What follows belongs to an exercise in optimizing a design on an open flow for small area; a production flow would make more cautious choices.
Only simulation tests tie the RTL to the original design; equivalence was not proved.
The flow treats the clock pin as an ideal source, which a real chip does not have.

==> run D: inputs <==
==> flow/design.v <==
`timescale 1ns / 1ps
module uart_rx(
    input            clk,
    input            rst_n,
    input            din,
    output reg [7:0] dout,
    output reg       dout_vld
);
reg       rx0, rx1, rx2;
reg [3:0] ph;
reg [3:0] bn;
wire rx_en = rx2 & ~rx1;
wire idle  = bn[3] & ~bn[0];
wire last  = (bn == 4'd7) & (&ph);
always @(posedge clk or negedge rst_n) begin
    if (!rst_n) begin
        rx0 <= 1'b1;
        rx1 <= 1'b1;
        rx2 <= 1'b1;
    end else begin
        rx0 <= din;
        rx1 <= rx0;
        rx2 <= rx1;
    end
end
always @(posedge clk) begin
    if (rx_en && idle)
        ph <= 4'd0;
    else
        ph <= ph + 4'd1;
end
always @(posedge clk or negedge rst_n) begin
    if (!rst_n)
        bn <= 4'd8;
    else if (rx_en && (idle || last))
        bn <= 4'd15;
    else if (!idle && (&ph))
        bn <= bn + 4'd1;
end
always @(posedge clk or negedge rst_n) begin
    if (!rst_n)
        dout_vld <= 1'b0;
    else
        dout_vld <= last;
end
always @(posedge clk) begin
    if (!bn[3] && ph == 4'd7)
        dout[bn[2:0]] <= rx2;
end
endmodule
`timescale 1ns / 1ps
module uart_tx(
    input            clk,
    input            rst_n,
    input      [7:0] din,
    input            din_vld,
    output reg       dout
);
reg [3:0] ph;
reg [3:0] bn;
wire idle = bn[3] & bn[1];
reg bitv;
always @(*) begin
    case (bn)
        4'd0: bitv = 1'b0;
        4'd1: bitv = din[0];
        4'd2: bitv = din[1];
        4'd3: bitv = din[2];
        4'd4: bitv = din[3];
        4'd5: bitv = din[4];
        4'd6: bitv = din[5];
        4'd7: bitv = din[6];
        4'd8: bitv = din[7];
        default: bitv = 1'b1;
    endcase
end
always @(posedge clk) begin
    if (idle && din_vld)
        ph <= 4'd0;
    else
        ph <= ph + 4'd1;
end
always @(posedge clk or negedge rst_n) begin
    if (!rst_n)
        bn <= 4'd10;
    else if (idle) begin
        if (din_vld)
            bn <= 4'd0;
    end else if (&ph)
        bn <= bn + 4'd1;
end
always @(posedge clk or negedge rst_n) begin
    if (!rst_n)
        dout <= 1'b1;
    else if (ph == 4'd0)
        dout <= bitv;
end
endmodule
`timescale 1ns / 1ps
module uart_top(
    input             clk,
    input             rst_n,
    input             din,
    input             sw8,
    output reg [23:0] pic_out,
    output     [16:0] addr,
    output reg        wr_ram,
    output            tx,
    output reg        pic_done,
    output reg        pic_download,
    output reg [7:0]  rgb_led
);
localparam MONITOR = 3'd0, SEND = 3'd6, STOP = 3'd7;
wire       dout_vld;
wire [7:0] dout;
reg [2:0]  state;
reg [8:0]  addr_r;
reg [15:0] hold;
assign addr = {8'd0, addr_r};
wire [3:0] code = (dout > 8'd57) ? dout[3:0] + 4'd9 : dout[3:0];
wire last_addr = addr_r[8] & addr_r[7] & addr_r[6] & (&addr_r[4:0]);
always @(posedge clk or negedge rst_n) begin
    if (!rst_n) begin
        state    <= MONITOR;
        wr_ram   <= 1'b1;
        pic_out  <= 24'd0;
        addr_r   <= 9'd0;
        pic_done <= 1'b0;
    end else if (state == SEND) begin
        wr_ram   <= 1'b0;
        pic_out  <= {hold, rgb_led};
        pic_done <= last_addr;
        addr_r   <= last_addr ? 9'd0 : addr_r + 9'd1;
        state    <= last_addr ? STOP : MONITOR;
    end else if (state == STOP) begin
        if (sw8)
            state <= MONITOR;
    end else if (dout_vld) begin
        if (state == MONITOR)
            wr_ram <= 1'b1;
        state <= state + 3'd1;
    end
end
always @(posedge clk) begin
    if (dout_vld) begin
        case (state)
            3'd0, 3'd2, 3'd4: hold[3:0] <= code;
            3'd3: hold[15:8] <= rgb_led;
            3'd5: hold[7:0] <= rgb_led;
            default: ;
        endcase
        case (state)
            3'd1, 3'd3, 3'd5: rgb_led <= {hold[3:0], code};
            default: ;
        endcase
    end
end
always @(posedge clk or negedge rst_n) begin
    if (!rst_n)
        pic_download <= 1'b1;
    else
        pic_download <= ~(addr_r[4] | (&addr_r[3:0]));
end
uart_rx uart_rx(
    .clk(clk), .rst_n(rst_n), .din(din),
    .dout(dout), .dout_vld(dout_vld)
);
uart_tx uart_tx(
    .clk(clk), .rst_n(rst_n),
    .din(dout), .din_vld(dout_vld),
    .dout(tx)
);
endmodule
==> flow/flow/run.sh <==
#!/bin/bash
# ORFS layout of the design with:
#  - the standard synthesis, except that ABC maps all the logic, adders
#    included, with the
#    smallest of several area scripts (abc_override.tcl),
#  - the smallest buffer on the ports,
#  - one tie cell per constant value,
#  - a clock tree without dummy loads.
set -e
FLOWDIR=$(cd "$(dirname "$0")" && pwd)
{ cat "$FLOWDIR/abc_override.tcl"; cat synth_recipe.tcl; } > synth_area.tcl
sed "s#SYNTH_SCRIPT=[^ ]*#SYNTH_SCRIPT=$PWD/synth_area.tcl#" standard.sh > standard_area.sh
grep -q "SYNTH_SCRIPT=$PWD/synth_area.tcl" standard_area.sh
export BUFFER_PORTS_ARGS="-buffer_cell sky130_fd_sc_hd__buf_1"
export SKIP_REPAIR_TIE_FANOUT=1
export ABC_FLOW_DIR="$FLOWDIR"
export CTS_ARGS="-sink_clustering_enable -repair_clock_nets -dont_use_dummy_load -buf_list sky130_fd_sc_hd__clkbuf_16 -sink_clustering_size 30 -sink_clustering_max_diameter 200"
export PRE_CTS_TCL="$FLOWDIR/pre_cts.tcl"
bash standard_area.sh > standard.log 2>&1
==> flow/flow/abc_override.tcl <==
# Sourced before synth_recipe.tcl's body: maps the combinational logic with
# several area-oriented ABC scripts and keeps the smallest result. Only the
# -script argument of ORFS's abc call changes; flip-flops are mapped before
# abc runs, so the registers are those of the standard synthesis.
# Half and full adders are left to ABC too, instead of ORFS's extract_fa
# turning the adders into fixed ha/fa cells first.
proc extract_fa {args} { puts "extract_fa skipped: adders are mapped by ABC" }

set ::abc_flow_dir $::env(ABC_FLOW_DIR)
proc abc {args} {
  set i [lsearch -exact $args -script]
  set lib [lindex $args [expr {[lsearch -exact $args -liberty] + 1}]]
  set scripts [list [lindex $args [expr {$i + 1}]]]
  foreach s [lsort [glob -nocomplain $::abc_flow_dir/area_*.abc]] {
    lappend scripts $s
  }
  yosys design -save pre_abc
  set best_area ""
  set best_script ""
  foreach s $scripts {
    yosys design -load pre_abc
    yosys abc {*}[lreplace $args [expr {$i + 1}] [expr {$i + 1}] $s]
    yosys opt_clean -purge
    set out [yosys tee -q -s result.string stat -liberty $lib]
    regexp {Chip area for module[^:]*:\s*([0-9.]+)} $out -> area
    puts "ABC script $s: area $area"
    if { $best_area eq "" || $area < $best_area } {
      set best_area $area
      set best_script $s
    }
  }
  puts "ABC script chosen: $best_script (area $best_area)"
  yosys design -load pre_abc
  yosys abc {*}[lreplace $args [expr {$i + 1}] [expr {$i + 1}] $best_script]
}
==> flow/flow/area_1.abc <==
strash
&get -n
&dch -f
&nf -R 1000
&put
topo
==> flow/flow/area_2.abc <==
strash
&get -n
&dc2
&dch -f
&nf -R 2000
&put
topo
==> flow/flow/area_3.abc <==
strash
dch
map -a
topo
==> flow/flow/area_4.abc <==
strash
dch -f
map -a
strash
dch -f
map -a
strash
dch -f
map -a
topo
==> flow/flow/pre_cts.tcl <==
set_cts_config -sink_clustering_size 30
==> flow/standard.sh <==
#!/bin/bash
# synth_recipe.tcl (not shown) runs the flow's synth.tcl, then flattens the netlist and writes it again
# the make line also repeats each setting of config.mk as NAME=value (left out here)
make -C /OpenROAD-flow-scripts/flow DESIGN_CONFIG=/design/flow/config.mk WORK_HOME=/design/flow/orfs CLKGATE_MAP_FILE= SYNTH_SCRIPT=/design/flow/synth_recipe.tcl "${@:-finish}"
==> flow/config.mk <==
export PLATFORM = sky130hd
export DESIGN_NAME = uart_top
export DESIGN_NICKNAME = uart_top
export VERILOG_FILES = /design/flow/design.v
export SDC_FILE = /design/flow/constraint.sdc
export NUM_CORES = 4
export LEC_CHECK = 0
export ABC_AREA = 1
export CAP_MARGIN = 20
export CORE_MARGIN = 2
export CORE_UTILIZATION = 40
export SLEW_MARGIN = 20
==> flow/constraint.sdc <==
create_clock -name core_clock -period 10.0 [get_ports {clk}]
set_input_delay 2.0000 -clock core_clock [delete_from_list [all_inputs] [get_ports {clk}]]
set_output_delay 2.0000 -clock core_clock [all_outputs]
set_load 0.01 [all_outputs]
==> inputs of run X, as changes to run D <==
--- a/flow/flow/run.sh
+++ b/flow/flow/run.sh
@@ -15,5 +15,5 @@
 export SKIP_REPAIR_TIE_FANOUT=1
 export ABC_FLOW_DIR="$FLOWDIR"
-export CTS_ARGS="-sink_clustering_enable -repair_clock_nets -dont_use_dummy_load -buf_list sky130_fd_sc_hd__clkbuf_16 -sink_clustering_size 30 -sink_clustering_max_diameter 200"
+export CTS_ARGS="-sink_clustering_enable -repair_clock_nets -dont_use_dummy_load -buf_list sky130_fd_sc_hd__clkbuf_16"
 export PRE_CTS_TCL="$FLOWDIR/pre_cts.tcl"
 bash standard_area.sh > standard.log 2>&1
==> flow/flow/pre_cts.tcl (replaced) <==
set_max_fanout 24 [current_design]
==> run summary <==
- Against run X, the first-iteration DRC count of run D is larger by about 3%.
- Sequential cell count is the same in run D and run X.
- In run D the register-to-register slack is better than in run X, by 0.80 ns.
- Worst hold slack is about the same in run X and run D.
- Of run X and run D, run X has the higher utilization (gap 0.80 points).
- Synthesized area is the same in run D and run X.
- In count of clock-buffer cells in the layout, run D and run X do not differ.

==> re-timing with driven ports <==
Ports are ideal in the flow. The routed layouts listed here were re-timed in OpenROAD. Step 1, drivers: a clkbuf_16 drives clk and a buf_2 each remaining input, both assumed. Step 2, shift: input delay + t, output delay - t, t = (earliest + latest rising clock arrival at the registers) / 2. This alone moves slack from input paths to output paths. Three values: ideal ports, drivers, drivers and shift; two values: the first two.
run | shift t [ns] | setup WS [ns] | worst setup path after step 2
run D | 0.353 | 7.011 / 6.976 / 7.092 | input to register
run X | 0.353 | 6.238 / 6.248 / 5.895 | input, reset recovery
After both steps every run listed still meets setup and hold. The setup slack of run X, which loses most, moves by +0.010 ns with the drivers and by -0.343 ns with both steps. The worst setup slack also covers recovery checks on asynchronous resets.
